Background: an optimization exercise with open tools, aiming at small area and a short achievable clock period. Do not read the settings as production practice.
Where RTL was checked, it was by simulation tests only, not by an equivalence proof against the original.
No activity file was given, so power comes from the tool's default toggle rates.

Setup of the reference run:
==> flow/design.v <==
`timescale 1ns / 1ps
module Prefix #(parameter W = 8, parameter KIND = 0) (P, G, CO);
  input  [W-1:0] P, G;
  output [W-1:0] CO;
  reg [W-1:0] g, p;
  integer i, l;
  always @* begin
    g = G;
    p = P;
    if (KIND == 0) begin
      for (l = 0; (1 << l) < W; l = l + 1)
        for (i = (2 << l) - 1; i < W; i = i + (2 << l)) begin
          g[i] = g[i] | (p[i] & g[i - (1 << l)]);
          p[i] = p[i] & p[i - (1 << l)];
        end
      for (l = 15; l >= 0; l = l - 1)
        if ((2 << l) < W)
          for (i = 3 * (1 << l) - 1; i < W; i = i + (2 << l)) begin
            g[i] = g[i] | (p[i] & g[i - (1 << l)]);
            p[i] = p[i] & p[i - (1 << l)];
          end
    end else if (KIND == 1) begin
      for (l = 0; (1 << l) < W; l = l + 1)
        for (i = W - 1; i >= (1 << l); i = i - 1) begin
          g[i] = g[i] | (p[i] & g[i - (1 << l)]);
          p[i] = p[i] & p[i - (1 << l)];
        end
    end else if (KIND == 2) begin
      for (l = 0; (1 << l) < W; l = l + 1)
        for (i = 0; i < W; i = i + 1)
          if ((i >> l) & 1) begin
            g[i] = g[i] | (p[i] & g[((i >> l) << l) - 1]);
            p[i] = p[i] & p[((i >> l) << l) - 1];
          end
    end else begin
      for (i = 1; i < W; i = i + 1) begin
        g[i] = g[i] | (p[i] & g[i - 1]);
        p[i] = p[i] & p[i - 1];
      end
    end
  end
  assign CO = g;
endmodule
`timescale 1ns / 1ps
`timescale 1ns / 1ps
`timescale 1ns / 1ps
`timescale 1ns / 1ps
`timescale 1ns / 1ps
`timescale 1ns / 1ps
`timescale 1ns / 1ps
module Circuit4(Rst, clk, a, b, c, z, x);
  parameter KLT = 0;    
  parameter KSUM = 0;   
  input clk, Rst;
  input [63:0] a, b, c;
  output reg [31:0] z, x;
  wire [63:0] gab = a & b, pab = a ^ b;
  wire [63:0] gac = a & c, pac = a ^ c;
  wire [63:0] gbc = ~b & c, pbc = ~(b ^ c);    
  wire [31:0] gf = a[31:0] & ~b[31:0];         
  wire [31:0] pf = ~pab[31:0];
  wire [32:0] cab, cac;
  wire [31:0] cf;
  Prefix #(.W(33), .KIND(KSUM)) u_ab (.P(pab[32:0]), .G(gab[32:0]), .CO(cab));
  Prefix #(.W(33), .KIND(KSUM)) u_ac (.P(pac[32:0]), .G(gac[32:0]), .CO(cac));
  Prefix #(.W(32), .KIND(KSUM)) u_f (.P(pf), .G({gf[31:1], gf[0] | pf[0]}), .CO(cf));
  wire [63:0] lab, lac, lbc;
  Prefix #(.W(64), .KIND(KLT)) l_ab (.P(a | b), .G(gab), .CO(lab));
  Prefix #(.W(64), .KIND(KLT)) l_ac (.P(a | c), .G(gac), .CO(lac));
  Prefix #(.W(64), .KIND(KLT)) l_bc (.P(~b | c), .G(gbc), .CO(lbc));
  wire [32:0] d = pab[32:0] ^ {cab[31:0], 1'b0};
  wire [32:0] e = pac[32:0] ^ {cac[31:0], 1'b0};
  wire [31:0] f = pf ^ {cf[30:0], 1'b1};
  wire dEQe = &pbc;
  wire dLTe = lab[63] ^ lac[63] ^ lbc[63];
  wire [32:0] g = dLTe ? d : e;
  wire [31:0] h = dEQe ? d[31:0] : f;
  reg [32:0] greg;
  reg [31:0] hreg;
  reg rstd;
  wire run = ~(Rst | rstd);
  wire xsh = run & dLTe, xkeep = run & ~dLTe;
  wire zsh = run & dEQe, zkeep = run & ~dEQe;
  always @(posedge clk) begin
    greg <= g;
    hreg <= h;
    rstd <= Rst;
    x <= ({32{xsh}} & {hreg[30:0], 1'b0}) | ({32{xkeep}} & hreg);
    z <= ({32{zsh}} & greg[32:1]) | ({32{zkeep}} & greg[31:0]);
  end
endmodule
==> flow/config.mk <==
export PLATFORM = sky130hd
export DESIGN_NAME = Circuit4
export DESIGN_NICKNAME = Circuit4
export VERILOG_FILES = /design/flow/design.v
export SDC_FILE = /design/flow/constraint.sdc
export NUM_CORES = 4
export LEC_CHECK = 0
export CAP_MARGIN = 20
export CORE_MARGIN = 2
export CORE_UTILIZATION = 40
export SETUP_SLACK_MARGIN = 3.7
export SLEW_MARGIN = 20
export TNS_END_PERCENT = 0
==> flow/constraint.sdc <==
create_clock -name core_clock -period 7.0 [get_ports {clk}]
set_input_delay 1.4000 -clock core_clock [delete_from_list [all_inputs] [get_ports {clk}]]
set_output_delay 1.4000 -clock core_clock [all_outputs]
set_load 0.01 [all_outputs]
standard.sh (not shown) runs the stock make flow with config.mk's settings and CLKGATE_MAP_FILE= SYNTH_SCRIPT=/design/flow/synth_recipe.tcl, a recipe that flattens the netlist after the stock synthesis.
==> flow/flow/run.sh <==
#!/bin/bash
# The standard ORFS layout (standard.sh), with:
#  - synthesis by flow/synth.tcl: the standard script with abc run on
#    flow/abc.script and no full/half-adder extraction;
#  - port buffers of sky130_fd_sc_hd__buf_1 (every input and output port
#    still gets its own buffer);
#  - clock tree synthesis without dummy loads, from clkbuf_4/clkbuf_8 cells.
# Each tool's full output is in orfs/logs/...; make's own output in make.log.
set -euo pipefail
here=$(pwd)
export MY_ABC_SCRIPT=$here/flow/abc.script
export MY_ABC_D=3000
export BUFFER_PORTS_ARGS="-buffer_cell sky130_fd_sc_hd__buf_1"
export CTS_ARGS="-sink_clustering_enable -repair_clock_nets -dont_use_dummy_load -sink_clustering_size 30 -sink_clustering_max_diameter 120 -buf_list {sky130_fd_sc_hd__clkbuf_4 sky130_fd_sc_hd__clkbuf_8}"
bash standard.sh SYNTH_SCRIPT=$here/flow/synth.tcl finish > make.log 2>&1
==> flow/flow/abc.script <==
strash
balance
rewrite
refactor
balance
rewrite -z
refactor -z
balance
dch -f
map -B 0.9
topo
stime -c
buffer -c
upsize -c
dnsize -c
==> flow/flow/synth.tcl <==
# The standard synthesis script (synth_recipe.tcl), with two changes made
# by overriding Yosys commands before ORFS's synth.tcl runs:
#  - abc uses the mapping script flow/abc.script (the ORFS call and its
#    liberty, dont_use and constraint arguments are otherwise unchanged);
#  - extract_fa is skipped, so adders stay as plain gates for abc to map.
# Registers, their names and cell types are the same as the standard flow's.
proc synth {args} { yosys synth -nofsm -noshare {*}$args }
proc abc {args} {
  set i [lsearch -exact $args -script]
  lset args [expr {$i + 1}] $::env(MY_ABC_SCRIPT)
  set j [lsearch -exact $args -D]
  if { $j >= 0 } {
    lset args [expr {$j + 1}] $::env(MY_ABC_D)
  } else {
    lappend args -D $::env(MY_ABC_D)
  }
  yosys abc {*}$args
}
proc extract_fa {args} { puts "extract_fa skipped" }
source $::env(SCRIPTS_DIR)/synth.tcl
# left out here: clear keep_hierarchy, flatten, clean up, hide names made inside functions, write 1_2_yosys.v
The reference run went all the way through the flow, and no timing, DRC or antenna check failed.
Input changes introduced in the trial run (baseline for comparison: the reference run):
--- a/flow/design.v
+++ b/flow/design.v
@@ -71,9 +71,8 @@
   wire [32:0] d = pab[32:0] ^ {cab[31:0], 1'b0};
   wire [32:0] e = pac[32:0] ^ {cac[31:0], 1'b0};
-  wire [31:0] f = pf ^ {cf[30:0], 1'b1};
   wire dEQe = &pbc;
   wire dLTe = lab[63] ^ lac[63] ^ lbc[63];
   wire [32:0] g = dLTe ? d : e;
-  wire [31:0] h = dEQe ? d[31:0] : f;
+  wire [31:0] h = pab[31:0] ^ (dEQe ? {cab[30:0], 1'b0} : ~{cf[30:0], 1'b1});
   reg [32:0] greg;
   reg [31:0] hreg;
- Top layer used by detailed routing: met5 -> the trial run, met4 -> the reference run
- The trial run vs the reference run: fmax down slightly
- In the trial run, utilization is lower than in the reference run.
- Where setup slack is concerned, the reference run is better than the trial run.
- Sequential power, the reference run and the trial run, higher one = the trial run.
- Summary of the trial run over the reference run: biggest cell delay along the critical path saw little to no change, final cell area excluding filler cells saw little to no change, remaining design rule violation count saw little to no change.
Function not checked in the reference run: the RTL went through the layout flow alone.

[port drivers added, routing unchanged]
No port has a modelled driver above. Below, the same layouts with a new extraction and two added sets of constraints. Step 1 sets driving cells, clkbuf_16 on the clock port and buf_2 on the other inputs (assumed; they add their load-dependent delay and slew). Step 2 times the ports against the registers' clock, not the clock port: input delays grow and output delays shrink by t, the midpoint of the rising clock arrivals with the driver on. Three values: ideal, step 1, step 2; two values: the first two.
| run | t, ns | setup WS [ns] | worst setup path at the end |
|---|---|---|---|
| the reference run | 0.486 | 3.756 / 3.758 / 3.271 | input to register |
| the trial run | 0.484 | 3.723 / 3.722 / 3.238 | input to register |
After both steps setup and hold are still met in every run listed.
